Background: an optimization exercise with open tools, aiming at small area and a short achievable clock period. Do not read the settings as production practice. Where RTL was checked, it was by simulation tests only, not by an equivalence proof against the original.

==> inputs of run a <==
## CS
module CS(Y, X, reset, clk);
input clk, reset;
input [7:0] X;
output reg [9:0] Y;
reg [3:0] count;                  
reg [7:0] w0, w1, w2, w3, w4, w5, w6, w7, w8;    
reg [7:0] q;                      
reg [3:0] r;                      
wire full = (count == 4'd9);
wire en = full & ~reset;
wire [7:0] qn;
wire [3:0] rn;
wire [9:0] Yd;
always @(posedge clk) begin
  w0 <= X; w1 <= w0; w2 <= w1; w3 <= w2; w4 <= w3;
  w5 <= w4; w6 <= w5; w7 <= w6; w8 <= w7;
end
always @(posedge clk) begin
  if (reset) count <= 4'd0;
  else if (!full) count <= count + 4'd1;
end
always @(posedge clk) begin
  if (reset) begin q <= 8'd0; r <= 4'd0; end
  else begin q <= qn; r <= rn; end
end
always @(posedge clk) Y <= Yd;
  ...
clock: 23.0 ns
lec_check: 0
cap_margin: 20
core_margin: 2
core_utilization: 40
slew_margin: 20
synth_hierarchical: 1
synth_minimum_keep_size: 0
run.sh (not shown) runs the stock make flow with config.mk's settings and CLKGATE_MAP_FILE= SYNTH_SCRIPT=/design/flow/synth_recipe.tcl, a recipe that flattens the netlist after the stock synthesis.
==> run b: changes against run a <==
==> flow/flow/run.sh (new file) <==
#!/bin/bash
# The standard layout (standard.sh), with ORFS's timing repair aimed at a
# setup slack of 14 ns at the design's clock period (SETUP_SLACK_MARGIN),
# so that repair_timing sizes and buffers the critical paths.
set -e
export SETUP_SLACK_MARGIN=14
bash standard.sh > standard.log 2>&1
==> flow/standard.sh (new file) <==
#!/bin/bash
# synth_recipe.tcl (not shown) runs the flow's synth.tcl, then flattens the netlist and writes it again
# the make line also repeats each setting of config.mk as NAME=value (left out here)
make -C /OpenROAD-flow-scripts/flow DESIGN_CONFIG=/design/flow/config.mk WORK_HOME=/design/flow/orfs CLKGATE_MAP_FILE= SYNTH_SCRIPT=/design/flow/synth_recipe.tcl "${@:-finish}"
removed: flow/run.sh
==> flow_summary.yaml <==
finish:
  multiInputGateArea_um2: 4760
  final_cell_area_um2: 7870
  multi_input_gate_share_of_the_layout_cell_area_pct: 60.5
  seq_area_share_pct: 25.0
  clkCellAreaFrac_pct: 3.59
  non_clock_buffer_count: 38
  final-seq-area_um2: 1970
timing:
  worst_clock_skew_ns: 0.00819
  timing.max_slew.rel_slack_pct: 57.2
  fin_crit_ns: 8.91
status:
  outcome: "complete, no violations"
detailed_routing:
  drt_iter0_markers: 534
-- figures above: run b

==> flow_summary.yaml <==
global_route:
  largest_net_degree_at_the_start_of_global_routing: 18
finish:
  clkCellAreaFrac_pct: 3.81
  multiInputGateArea_um2: 4480
  seq_area_share_pct: 26.4
timing:
  timing.max_slew.rel_slack_pct: 57.2
  worst_clock_skew_ns: 0.00929
  fin_crit_ns: 10.23
detailed_routing:
  drt_iter0_markers: 465
setup_path:
  path_depth: 32
status:
  outcome: "complete, no violations"
-- figures above: run a


==> inputs of juniper <==
Another version of the RTL of CS (not shown whole).
// CS
module CS(Y, X, reset, clk);
input clk, reset;
input [7:0] X;
output reg [9:0] Y;
reg [3:0] count;                  
reg [7:0] w0, w1, w2, w3, w4, w5, w6, w7, w8;    
reg [7:0] q;                      
reg [3:0] r;                      
wire nz = (count != 4'd0);
wire [7:0] qz = q & {8{nz}};
wire [3:0] rz = r & {4{nz}};
always @(posedge clk) begin
  q <= qn; r <= rn;
end
wire full = (count == 4'd9);
wire en = full & ~reset;
wire [7:0] qn;
wire [3:0] rn;
wire [9:0] Yd;
always @(posedge clk) begin
  w0 <= X; w1 <= w0; w2 <= w1; w3 <= w2; w4 <= w3;
  w5 <= w4; w6 <= w5; w7 <= w6; w8 <= w7;
end
always @(posedge clk) begin
  if (reset) count <= 4'd0;
  else if (!full) count <= count + 4'd1;
end
always @(posedge clk) Y <= Yd;
  ...
export LEC_CHECK = 0
export CAP_MARGIN = 20
export CORE_MARGIN = 2
export CORE_UTILIZATION = 40
export CTS_BUF_LIST = sky130_fd_sc_hd__clkbuf_8
export SLEW_MARGIN = 20
export SYNTH_HIERARCHICAL = 1
export SYNTH_MINIMUM_KEEP_SIZE = 0
create_clock -name core_clock -period 23.0 [get_ports {clk}]
standard.sh (not shown) runs the stock make flow with config.mk's settings and CLKGATE_MAP_FILE= SYNTH_SCRIPT=/design/flow/synth_recipe.tcl, a recipe that flattens the netlist after the stock synthesis.
==> flow/flow/run.sh <==
#!/bin/bash
# The standard layout (standard.sh), with two changes to how it is made:
#  - ORFS's timing repair aims at a setup slack of 13.5 ns at the design's clock
#    period (SETUP_SLACK_MARGIN), so repair_timing sizes and buffers critical paths;
#  - every input and output port still gets a buffer, of cell sky130_fd_sc_hd__buf_2.
set -e
export SETUP_SLACK_MARGIN=13.5
export BUFFER_PORTS_ARGS="-buffer_cell sky130_fd_sc_hd__buf_2"
bash standard.sh > standard.log 2>&1
==> inputs of harbor, as changes to juniper <==
--- a/flow/design.v
+++ b/flow/design.v
@@ -80,33 +80,31 @@
 input clk, reset;
 input [7:0] X;
 output reg [9:0] Y;
 reg [3:0] count;                  
 reg [7:0] w0, w1, w2, w3, w4, w5, w6, w7, w8;    
 reg [7:0] q;                      
 reg [3:0] r;                      
-wire nz = (count != 4'd0);
-wire [7:0] qz = q & {8{nz}};
-wire [3:0] rz = r & {4{nz}};
-always @(posedge clk) begin
-  q <= qn; r <= rn;
-end
 wire full = (count == 4'd9);
 wire en = full & ~reset;
 wire [7:0] qn;
 wire [3:0] rn;
 wire [9:0] Yd;
 always @(posedge clk) begin
   w0 <= X; w1 <= w0; w2 <= w1; w3 <= w2; w4 <= w3;
   w5 <= w4; w6 <= w5; w7 <= w6; w8 <= w7;
 end
 always @(posedge clk) begin
   if (reset) count <= 4'd0;
   else if (!full) count <= count + 4'd1;
 end
+always @(posedge clk) begin
+  if (reset) begin q <= 8'd0; r <= 4'd0; end
+  else begin q <= qn; r <= rn; end
+end
 always @(posedge clk) Y <= Yd;
 wire n1, n2, n3, n4, n5, n6, n7, n8, n9, n10, n11, n12, n13, n14, n15, n16, n17, n18, n19, n20, n21, n22, n23, n24, n25, n26, n27, n28, n29, n30, n31, n32, n33, n34, n35, n36, n37, n38, n39, n40, n41, n42, n43, n44, n45, n46, n47, n48, n49, n50, n51, n52, n53, n54, n55, n56, n57, n58, n59, n60, n61, n62, n63, n64, n65, n66, n67, n68, n69, n70, n71, n72, n73, n74, n75, n76, n77, n78, n79, n80, n81, n82, n83, n84, n85, n86, n87, n88, n89, n90, n91, n92, n93, n94, n95, n96, n97, n98, n99, n100, n101, n102, n103, n104, n105, n106, n107, n108, n109, n110, n111, n112, n113, n114, n115, n116, n117, n118, n119, n120, n121, n122, n123, n124, n125, n126, n127, n128, n129, n130, n131, n132, n133, n134, n135, n136, n137, n138, n139, n140, n141, n142, n143, n144, n145, n146, n147, n148, n149, n150, n151, n152, n153, n154, n155, n156, n157, n158, n159, n160, n161, n162, n163, n164, n165, n166, n167, n168, n169, n170, n171, n172, n173, n174, n175, n176, n177, n178, n179, n180, n181, n182, n183, n184, n185, n186, n187, n188, n189, n190, n191, n192, n193, n194, n195, n196, n197, n198, n199, n200, n201, n202, n203, n204, n205, n206, n207, n208, n209, n210, n211, n212, n213, n214, n215, n216, n217, n218, n219, n220, n221, n222, n223, n224, n225, n226, n227, n228, n229, n230, n231, n232, n233, n234, n235, n236, n237, n238, n239, n240, n241, n242, n243, n244, n245, n246, n247, n248, n249, n250, n251, n252, n253, n254, n255, n256, n257, n258, n259, n260, n261, n262, n263, n264, n265, n266, n267, n268, n269, n270, n271, n272, n273, n274, n275, n276, n277, n278, n279, n280, n281, n282, n283, n284, n285, n286, n287, n288, n289, n290, n291, n292, n293, n294, n295, n296, n297, n298, n299, n300, n301, n302, n303, n304, n305, n306, n307, n308, n309, n310, n311, n312, n313, n314, n315, n316, n317, n318, n319, n320, n321, n322, n323, n324, n325, n326, n327, n328, n329, n330, n331, n332, n333, n334, n335, n336, n337, n338, n339, n340, n341, n342, n343, n344, n345, n346, n347, n348, n349, n350, n351, n352, n353, n354, n355, n356, n357, n358, n359, n360, n361, n362, n363, n364, n365, n366, n367, n368, n369, n370, n371, n372, n373, n374, n375, n376, n377, n378, n379, n380, n381, n382, n383, n384, n385, n386, n387, n388, n389, n390, n391, n392, n393, n394, n395, n396, n397, n398, n399, n400, n401, n402, n403, n404, n405, n406, n407, n408, n409, n410, n411, n412, n413, n414, n415, n416, n417, n418, n419, n420, n421, n422, n423, n424, n425, n426, n427, n428, n429, n430, n431, n432, n433, n434, n435, n436, n437, n438, n439, n440, n441, n442, n443, n444, n445, n446, n447, n448, n449, n450, n451, n452, n453, n454, n455;
 cs_and u0 (.a(w8[0]), .b(full), .y(n1));
 cs_and u1 (.a(w8[1]), .b(full), .y(n2));
 cs_and u2 (.a(w8[2]), .b(full), .y(n3));
 cs_and u3 (.a(w8[3]), .b(full), .y(n4));
 cs_and u4 (.a(w8[4]), .b(full), .y(n5));
@@ -114,21 +112,21 @@
 cs_and u6 (.a(w8[6]), .b(full), .y(n7));
 cs_and u7 (.a(w8[7]), .b(full), .y(n8));
 cs_inv u8 (.a(n1), .y(n9));
 cs_inv u9 (.a(n2), .y(n10));
 cs_inv u10 (.a(n3), .y(n11));
 cs_inv u11 (.a(n7), .y(n12));
 cs_inv u12 (.a(n8), .y(n13));
-cs_inv u13 (.a(rz[0]), .y(n14));
+cs_inv u13 (.a(r[0]), .y(n14));
 cs_fa u14 (.a(n14), .b(n4), .c(n9), .s(n15), .co(n16));
-cs_fa u15 (.a(rz[1]), .b(rz[0]), .c(n5), .s(n17), .co(n18));
+cs_fa u15 (.a(r[1]), .b(r[0]), .c(n5), .s(n17), .co(n18));
 cs_fa u16 (.a(n10), .b(n13), .c(n17), .s(n19), .co(n20));
-cs_fa u17 (.a(rz[2]), .b(n6), .c(n11), .s(n21), .co(n22));
+cs_fa u17 (.a(r[2]), .b(n6), .c(n11), .s(n21), .co(n22));
 cs_fa u18 (.a(n18), .b(n21), .c(n20), .s(n23), .co(n24));
-cs_fa u19 (.a(rz[3]), .b(n22), .c(n24), .s(n25), .co(n26));
+cs_fa u19 (.a(r[3]), .b(n22), .c(n24), .s(n25), .co(n26));
 cs_ha u20 (.a(n12), .b(n15), .s(n27), .co(n28));
 cs_fa u21 (.a(n16), .b(n19), .c(n28), .s(n29), .co(n30));
 cs_ha u22 (.a(n23), .b(n30), .s(n31), .co(n32));
 cs_ha u23 (.a(n25), .b(n32), .s(n33), .co(n34));
 cs_xor u24 (.a(n26), .b(n34), .y(n35));
 cs_ge u25 (.h({n35, n33, n31, n29, n27}), .g1(n36), .g2(n37));
 cs_fa u26 (.a(n27), .b(n36), .c(n37), .s(n38), .co(n39));
@@ -154,44 +152,44 @@
 cs_fa u46 (.a(n69), .b(n72), .c(n73), .s(n78), .co(n79));
 cs_ha u47 (.a(n75), .b(n76), .s(n80), .co(n81));
 cs_fa u48 (.a(n77), .b(n78), .c(n81), .s(n82), .co(n83));
 cs_fa u49 (.a(n70), .b(n79), .c(n83), .s(n84), .co(n85));
 cs_inv u50 (.a(n4), .y(n86));
 cs_inv u51 (.a(n5), .y(n87));
 cs_inv u52 (.a(n6), .y(n88));
-cs_inv u53 (.a(qz[1]), .y(n89));
-cs_inv u54 (.a(qz[5]), .y(n90));
-cs_inv u55 (.a(qz[6]), .y(n91));
-cs_inv u56 (.a(qz[7]), .y(n92));
-cs_fa u57 (.a(qz[0]), .b(n86), .c(n12), .s(n93), .co(n94));
+cs_inv u53 (.a(q[1]), .y(n89));
+cs_inv u54 (.a(q[5]), .y(n90));
+cs_inv u55 (.a(q[6]), .y(n91));
+cs_inv u56 (.a(q[7]), .y(n92));
+cs_fa u57 (.a(q[0]), .b(n86), .c(n12), .s(n93), .co(n94));
 cs_ha u58 (.a(n36), .b(n37), .s(n95), .co(n96));
 cs_fa u59 (.a(n89), .b(n87), .c(n12), .s(n97), .co(n98));
 cs_ha u60 (.a(n13), .b(X[4]), .s(n99), .co(n100));
-cs_fa u61 (.a(qz[2]), .b(qz[1]), .c(n88), .s(n101), .co(n102));
+cs_fa u61 (.a(q[2]), .b(q[1]), .c(n88), .s(n101), .co(n102));
 cs_fa u62 (.a(n12), .b(n13), .c(X[5]), .s(n103), .co(n104));
 cs_fa u63 (.a(n93), .b(n95), .c(X[3]), .s(n105), .co(n106));
 cs_fa u64 (.a(n97), .b(n94), .c(n96), .s(n107), .co(n108));
 cs_ha u65 (.a(X[6]), .b(X[7]), .s(n109), .co(n110));
 cs_fa u66 (.a(n101), .b(n98), .c(X[6]), .s(n111), .co(n112));
 cs_fa u67 (.a(X[7]), .b(n100), .c(n103), .s(n113), .co(n114));
-cs_fa u68 (.a(qz[3]), .b(n13), .c(n102), .s(n115), .co(n116));
+cs_fa u68 (.a(q[3]), .b(n13), .c(n102), .s(n115), .co(n116));
 cs_ha u69 (.a(X[7]), .b(n104), .s(n117), .co(n118));
 cs_ha u70 (.a(X[6]), .b(n105), .s(n119), .co(n120));
 cs_fa u71 (.a(n107), .b(n99), .c(n109), .s(n121), .co(n122));
 cs_fa u72 (.a(n108), .b(n110), .c(n111), .s(n123), .co(n124));
 cs_fa u73 (.a(n115), .b(n112), .c(n117), .s(n125), .co(n126));
-cs_ha u74 (.a(qz[4]), .b(n116), .s(n127), .co(n128));
+cs_ha u74 (.a(q[4]), .b(n116), .s(n127), .co(n128));
 cs_ha u75 (.a(n119), .b(n72), .s(n129), .co(n130));
 cs_fa u76 (.a(n106), .b(n121), .c(n120), .s(n131), .co(n132));
 cs_fa u77 (.a(n122), .b(n113), .c(n123), .s(n133), .co(n134));
 cs_fa u78 (.a(n114), .b(n124), .c(n125), .s(n135), .co(n136));
 cs_fa u79 (.a(n127), .b(n118), .c(n126), .s(n137), .co(n138));
 cs_ha u80 (.a(n90), .b(n128), .s(n139), .co(n140));
-cs_ha u81 (.a(qz[5]), .b(n91), .s(n141), .co(n142));
-cs_ha u82 (.a(qz[6]), .b(n92), .s(n143), .co(n144));
+cs_ha u81 (.a(q[5]), .b(n91), .s(n141), .co(n142));
+cs_ha u82 (.a(q[6]), .b(n92), .s(n143), .co(n144));
 cs_add8 u83 (.a({n143, n141, n139, n137, n135, n133, n131, n73}), .b({n142, n140, n138, n136, n134, n132, n130, n129}), .s({n152, n151, n150, n149, n148, n147, n146, n145}));
 cs_inv u84 (.a(q[0]), .y(n153));
 cs_inv u85 (.a(q[1]), .y(n154));
 cs_inv u86 (.a(q[2]), .y(n155));
 cs_inv u87 (.a(q[3]), .y(n156));
 cs_inv u88 (.a(q[4]), .y(n157));
 cs_inv u89 (.a(q[5]), .y(n158));
==> flow/config.mk (replaced) <==
export PLATFORM = sky130hd
export DESIGN_NAME = CS
export DESIGN_NICKNAME = CS
export VERILOG_FILES = /design/flow/design.v
export SDC_FILE = /design/flow/constraint.sdc
export NUM_CORES = 4
export LEC_CHECK = 0
export CAP_MARGIN = 20
export CORE_MARGIN = 2
export CORE_UTILIZATION = 40
export SLEW_MARGIN = 20
export SYNTH_HIERARCHICAL = 1
export SYNTH_MINIMUM_KEEP_SIZE = 0
==> inputs of zinc, as changes to juniper <==
--- a/flow/design.v
+++ b/flow/design.v
@@ -80,33 +80,31 @@
 input clk, reset;
 input [7:0] X;
 output reg [9:0] Y;
 reg [3:0] count;                  
 reg [7:0] w0, w1, w2, w3, w4, w5, w6, w7, w8;    
 reg [7:0] q;                      
 reg [3:0] r;                      
-wire nz = (count != 4'd0);
-wire [7:0] qz = q & {8{nz}};
-wire [3:0] rz = r & {4{nz}};
-always @(posedge clk) begin
-  q <= qn; r <= rn;
-end
 wire full = (count == 4'd9);
 wire en = full & ~reset;
 wire [7:0] qn;
 wire [3:0] rn;
 wire [9:0] Yd;
 always @(posedge clk) begin
   w0 <= X; w1 <= w0; w2 <= w1; w3 <= w2; w4 <= w3;
   w5 <= w4; w6 <= w5; w7 <= w6; w8 <= w7;
 end
 always @(posedge clk) begin
   if (reset) count <= 4'd0;
   else if (!full) count <= count + 4'd1;
 end
+always @(posedge clk) begin
+  if (reset) begin q <= 8'd0; r <= 4'd0; end
+  else begin q <= qn; r <= rn; end
+end
 always @(posedge clk) Y <= Yd;
 wire n1, n2, n3, n4, n5, n6, n7, n8, n9, n10, n11, n12, n13, n14, n15, n16, n17, n18, n19, n20, n21, n22, n23, n24, n25, n26, n27, n28, n29, n30, n31, n32, n33, n34, n35, n36, n37, n38, n39, n40, n41, n42, n43, n44, n45, n46, n47, n48, n49, n50, n51, n52, n53, n54, n55, n56, n57, n58, n59, n60, n61, n62, n63, n64, n65, n66, n67, n68, n69, n70, n71, n72, n73, n74, n75, n76, n77, n78, n79, n80, n81, n82, n83, n84, n85, n86, n87, n88, n89, n90, n91, n92, n93, n94, n95, n96, n97, n98, n99, n100, n101, n102, n103, n104, n105, n106, n107, n108, n109, n110, n111, n112, n113, n114, n115, n116, n117, n118, n119, n120, n121, n122, n123, n124, n125, n126, n127, n128, n129, n130, n131, n132, n133, n134, n135, n136, n137, n138, n139, n140, n141, n142, n143, n144, n145, n146, n147, n148, n149, n150, n151, n152, n153, n154, n155, n156, n157, n158, n159, n160, n161, n162, n163, n164, n165, n166, n167, n168, n169, n170, n171, n172, n173, n174, n175, n176, n177, n178, n179, n180, n181, n182, n183, n184, n185, n186, n187, n188, n189, n190, n191, n192, n193, n194, n195, n196, n197, n198, n199, n200, n201, n202, n203, n204, n205, n206, n207, n208, n209, n210, n211, n212, n213, n214, n215, n216, n217, n218, n219, n220, n221, n222, n223, n224, n225, n226, n227, n228, n229, n230, n231, n232, n233, n234, n235, n236, n237, n238, n239, n240, n241, n242, n243, n244, n245, n246, n247, n248, n249, n250, n251, n252, n253, n254, n255, n256, n257, n258, n259, n260, n261, n262, n263, n264, n265, n266, n267, n268, n269, n270, n271, n272, n273, n274, n275, n276, n277, n278, n279, n280, n281, n282, n283, n284, n285, n286, n287, n288, n289, n290, n291, n292, n293, n294, n295, n296, n297, n298, n299, n300, n301, n302, n303, n304, n305, n306, n307, n308, n309, n310, n311, n312, n313, n314, n315, n316, n317, n318, n319, n320, n321, n322, n323, n324, n325, n326, n327, n328, n329, n330, n331, n332, n333, n334, n335, n336, n337, n338, n339, n340, n341, n342, n343, n344, n345, n346, n347, n348, n349, n350, n351, n352, n353, n354, n355, n356, n357, n358, n359, n360, n361, n362, n363, n364, n365, n366, n367, n368, n369, n370, n371, n372, n373, n374, n375, n376, n377, n378, n379, n380, n381, n382, n383, n384, n385, n386, n387, n388, n389, n390, n391, n392, n393, n394, n395, n396, n397, n398, n399, n400, n401, n402, n403, n404, n405, n406, n407, n408, n409, n410, n411, n412, n413, n414, n415, n416, n417, n418, n419, n420, n421, n422, n423, n424, n425, n426, n427, n428, n429, n430, n431, n432, n433, n434, n435, n436, n437, n438, n439, n440, n441, n442, n443, n444, n445, n446, n447, n448, n449, n450, n451, n452, n453, n454, n455;
 cs_and u0 (.a(w8[0]), .b(full), .y(n1));
 cs_and u1 (.a(w8[1]), .b(full), .y(n2));
 cs_and u2 (.a(w8[2]), .b(full), .y(n3));
 cs_and u3 (.a(w8[3]), .b(full), .y(n4));
 cs_and u4 (.a(w8[4]), .b(full), .y(n5));
@@ -114,21 +112,21 @@
 cs_and u6 (.a(w8[6]), .b(full), .y(n7));
 cs_and u7 (.a(w8[7]), .b(full), .y(n8));
 cs_inv u8 (.a(n1), .y(n9));
 cs_inv u9 (.a(n2), .y(n10));
 cs_inv u10 (.a(n3), .y(n11));
 cs_inv u11 (.a(n7), .y(n12));
 cs_inv u12 (.a(n8), .y(n13));
-cs_inv u13 (.a(rz[0]), .y(n14));
+cs_inv u13 (.a(r[0]), .y(n14));
 cs_fa u14 (.a(n14), .b(n4), .c(n9), .s(n15), .co(n16));
-cs_fa u15 (.a(rz[1]), .b(rz[0]), .c(n5), .s(n17), .co(n18));
+cs_fa u15 (.a(r[1]), .b(r[0]), .c(n5), .s(n17), .co(n18));
 cs_fa u16 (.a(n10), .b(n13), .c(n17), .s(n19), .co(n20));
-cs_fa u17 (.a(rz[2]), .b(n6), .c(n11), .s(n21), .co(n22));
+cs_fa u17 (.a(r[2]), .b(n6), .c(n11), .s(n21), .co(n22));
 cs_fa u18 (.a(n18), .b(n21), .c(n20), .s(n23), .co(n24));
-cs_fa u19 (.a(rz[3]), .b(n22), .c(n24), .s(n25), .co(n26));
+cs_fa u19 (.a(r[3]), .b(n22), .c(n24), .s(n25), .co(n26));
 cs_ha u20 (.a(n12), .b(n15), .s(n27), .co(n28));
 cs_fa u21 (.a(n16), .b(n19), .c(n28), .s(n29), .co(n30));
 cs_ha u22 (.a(n23), .b(n30), .s(n31), .co(n32));
 cs_ha u23 (.a(n25), .b(n32), .s(n33), .co(n34));
 cs_xor u24 (.a(n26), .b(n34), .y(n35));
 cs_ge u25 (.h({n35, n33, n31, n29, n27}), .g1(n36), .g2(n37));
 cs_fa u26 (.a(n27), .b(n36), .c(n37), .s(n38), .co(n39));
@@ -154,44 +152,44 @@
 cs_fa u46 (.a(n69), .b(n72), .c(n73), .s(n78), .co(n79));
 cs_ha u47 (.a(n75), .b(n76), .s(n80), .co(n81));
 cs_fa u48 (.a(n77), .b(n78), .c(n81), .s(n82), .co(n83));
 cs_fa u49 (.a(n70), .b(n79), .c(n83), .s(n84), .co(n85));
 cs_inv u50 (.a(n4), .y(n86));
 cs_inv u51 (.a(n5), .y(n87));
 cs_inv u52 (.a(n6), .y(n88));
-cs_inv u53 (.a(qz[1]), .y(n89));
-cs_inv u54 (.a(qz[5]), .y(n90));
-cs_inv u55 (.a(qz[6]), .y(n91));
-cs_inv u56 (.a(qz[7]), .y(n92));
-cs_fa u57 (.a(qz[0]), .b(n86), .c(n12), .s(n93), .co(n94));
+cs_inv u53 (.a(q[1]), .y(n89));
+cs_inv u54 (.a(q[5]), .y(n90));
+cs_inv u55 (.a(q[6]), .y(n91));
+cs_inv u56 (.a(q[7]), .y(n92));
+cs_fa u57 (.a(q[0]), .b(n86), .c(n12), .s(n93), .co(n94));
 cs_ha u58 (.a(n36), .b(n37), .s(n95), .co(n96));
 cs_fa u59 (.a(n89), .b(n87), .c(n12), .s(n97), .co(n98));
 cs_ha u60 (.a(n13), .b(X[4]), .s(n99), .co(n100));
-cs_fa u61 (.a(qz[2]), .b(qz[1]), .c(n88), .s(n101), .co(n102));
+cs_fa u61 (.a(q[2]), .b(q[1]), .c(n88), .s(n101), .co(n102));
 cs_fa u62 (.a(n12), .b(n13), .c(X[5]), .s(n103), .co(n104));
 cs_fa u63 (.a(n93), .b(n95), .c(X[3]), .s(n105), .co(n106));
 cs_fa u64 (.a(n97), .b(n94), .c(n96), .s(n107), .co(n108));
 cs_ha u65 (.a(X[6]), .b(X[7]), .s(n109), .co(n110));
 cs_fa u66 (.a(n101), .b(n98), .c(X[6]), .s(n111), .co(n112));
 cs_fa u67 (.a(X[7]), .b(n100), .c(n103), .s(n113), .co(n114));
-cs_fa u68 (.a(qz[3]), .b(n13), .c(n102), .s(n115), .co(n116));
+cs_fa u68 (.a(q[3]), .b(n13), .c(n102), .s(n115), .co(n116));
 cs_ha u69 (.a(X[7]), .b(n104), .s(n117), .co(n118));
 cs_ha u70 (.a(X[6]), .b(n105), .s(n119), .co(n120));
 cs_fa u71 (.a(n107), .b(n99), .c(n109), .s(n121), .co(n122));
 cs_fa u72 (.a(n108), .b(n110), .c(n111), .s(n123), .co(n124));
 cs_fa u73 (.a(n115), .b(n112), .c(n117), .s(n125), .co(n126));
-cs_ha u74 (.a(qz[4]), .b(n116), .s(n127), .co(n128));
+cs_ha u74 (.a(q[4]), .b(n116), .s(n127), .co(n128));
 cs_ha u75 (.a(n119), .b(n72), .s(n129), .co(n130));
 cs_fa u76 (.a(n106), .b(n121), .c(n120), .s(n131), .co(n132));
 cs_fa u77 (.a(n122), .b(n113), .c(n123), .s(n133), .co(n134));
 cs_fa u78 (.a(n114), .b(n124), .c(n125), .s(n135), .co(n136));
 cs_fa u79 (.a(n127), .b(n118), .c(n126), .s(n137), .co(n138));
 cs_ha u80 (.a(n90), .b(n128), .s(n139), .co(n140));
-cs_ha u81 (.a(qz[5]), .b(n91), .s(n141), .co(n142));
-cs_ha u82 (.a(qz[6]), .b(n92), .s(n143), .co(n144));
+cs_ha u81 (.a(q[5]), .b(n91), .s(n141), .co(n142));
+cs_ha u82 (.a(q[6]), .b(n92), .s(n143), .co(n144));
 cs_add8 u83 (.a({n143, n141, n139, n137, n135, n133, n131, n73}), .b({n142, n140, n138, n136, n134, n132, n130, n129}), .s({n152, n151, n150, n149, n148, n147, n146, n145}));
 cs_inv u84 (.a(q[0]), .y(n153));
 cs_inv u85 (.a(q[1]), .y(n154));
 cs_inv u86 (.a(q[2]), .y(n155));
 cs_inv u87 (.a(q[3]), .y(n156));
 cs_inv u88 (.a(q[4]), .y(n157));
 cs_inv u89 (.a(q[5]), .y(n158));
==> flow/flow/run.sh (replaced) <==
#!/bin/bash
# The standard layout (standard.sh), with ORFS's timing repair aimed at a
# setup slack of 13 ns at the design's clock period (SETUP_SLACK_MARGIN),
# so that repair_timing sizes and buffers the critical paths.
set -e
export SETUP_SLACK_MARGIN=13
bash standard.sh > standard.log 2>&1
==> flow/config.mk (replaced) <==
export PLATFORM = sky130hd
export DESIGN_NAME = CS
export DESIGN_NICKNAME = CS
export VERILOG_FILES = /design/flow/design.v
export SDC_FILE = /design/flow/constraint.sdc
export NUM_CORES = 4
export LEC_CHECK = 0
export CAP_MARGIN = 20
export CORE_MARGIN = 2
export CORE_UTILIZATION = 40
export SLEW_MARGIN = 20
export SYNTH_HIERARCHICAL = 1
export SYNTH_MINIMUM_KEEP_SIZE = 0
==> comparison table <==
Buffers and inverters on the worst path: zinc 3; juniper 4; harbor 4
Syn avg cell area: zinc 11.2 sq um; juniper 11.0 sq um; harbor 11.2 sq um
Relative slew slack: zinc 57.2%; juniper 47.9%; harbor -
Min Hold Slack: zinc 0.369 ns; juniper 0.382 ns; harbor 0.382 ns
Run status: zinc no timing/DRC/antenna violations; juniper no timing/DRC/antenna violations; harbor no timing/DRC/antenna violations
Reg-to-Reg Start: zinc q[0]; juniper q[0]; harbor q[0]
Die Span Y: zinc 133 microns; juniper 133 microns; harbor 133 microns
Crit path to: zinc Y[6]; juniper Y[9]; harbor Y[7]
Clock-pin transition on the worst setup and hold timing paths: zinc 0.06 ns; juniper 0.10 ns; harbor 0.07 ns
Post-detailed-placement cell area: zinc 7140 sq um; juniper 7080 sq um; harbor 7050 sq um
Design area: zinc 7470 sq um; juniper 7440 sq um; harbor 7520 sq um
Fraction of area in clock buffers and inverters: zinc 3.79%; juniper 2.74%; harbor 4.06%
Area growth from synthesis to final layout: zinc 11.9%; juniper 11.0%; harbor 12.7%
Multi-input logic area: zinc 4490 sq um; juniper 4610 sq um; harbor 4580 sq um
Count of instances resized after the clock tree is built: zinc 2; juniper 5; harbor 5
Fillers: zinc 1574; juniper 1548; harbor 1554
Clock latency on the worst-skew pair: zinc 0.36 ns; juniper 0.40 ns; harbor 0.36 ns
Function not checked in juniper: the RTL went through the layout flow alone.

-- static timing again, ports no longer ideal --
Ports are ideal in the flow. The routed layouts listed here were re-timed in OpenROAD.
Step 1 assumes that a clkbuf_16 drives the clock port and a buf_2 every other input.
Step 2 moves the port delays by t, midway between the first and last clock arrival at a register: inputs arrive t later, outputs are due t later. That takes back most of the time a late clock gives input paths.
Three values: no drivers, after step 1, after step 2; two values: the first two.
run	t, ns	slack for setup (ns)	latest minus earliest clock arrival (ns)
run a	0.396	12.774 / 12.774 / 12.774	0.009 / 0.009
run b	0.396	14.090 / 14.090 / 13.889	0.008 / 0.008
juniper	0.432	13.741 / 13.741 / 13.741	0.014 / 0.015
harbor	0.391	13.879 / 13.879 / 13.879	0.012 / 0.012
zinc	0.396	13.533 / 13.533 / 13.415	0.009 / 0.009
After both steps setup and hold are still met in every run listed. For run b, which loses most, drivers alone change the setup slack by 0.000 ns; drivers and shift together by -0.201 ns.
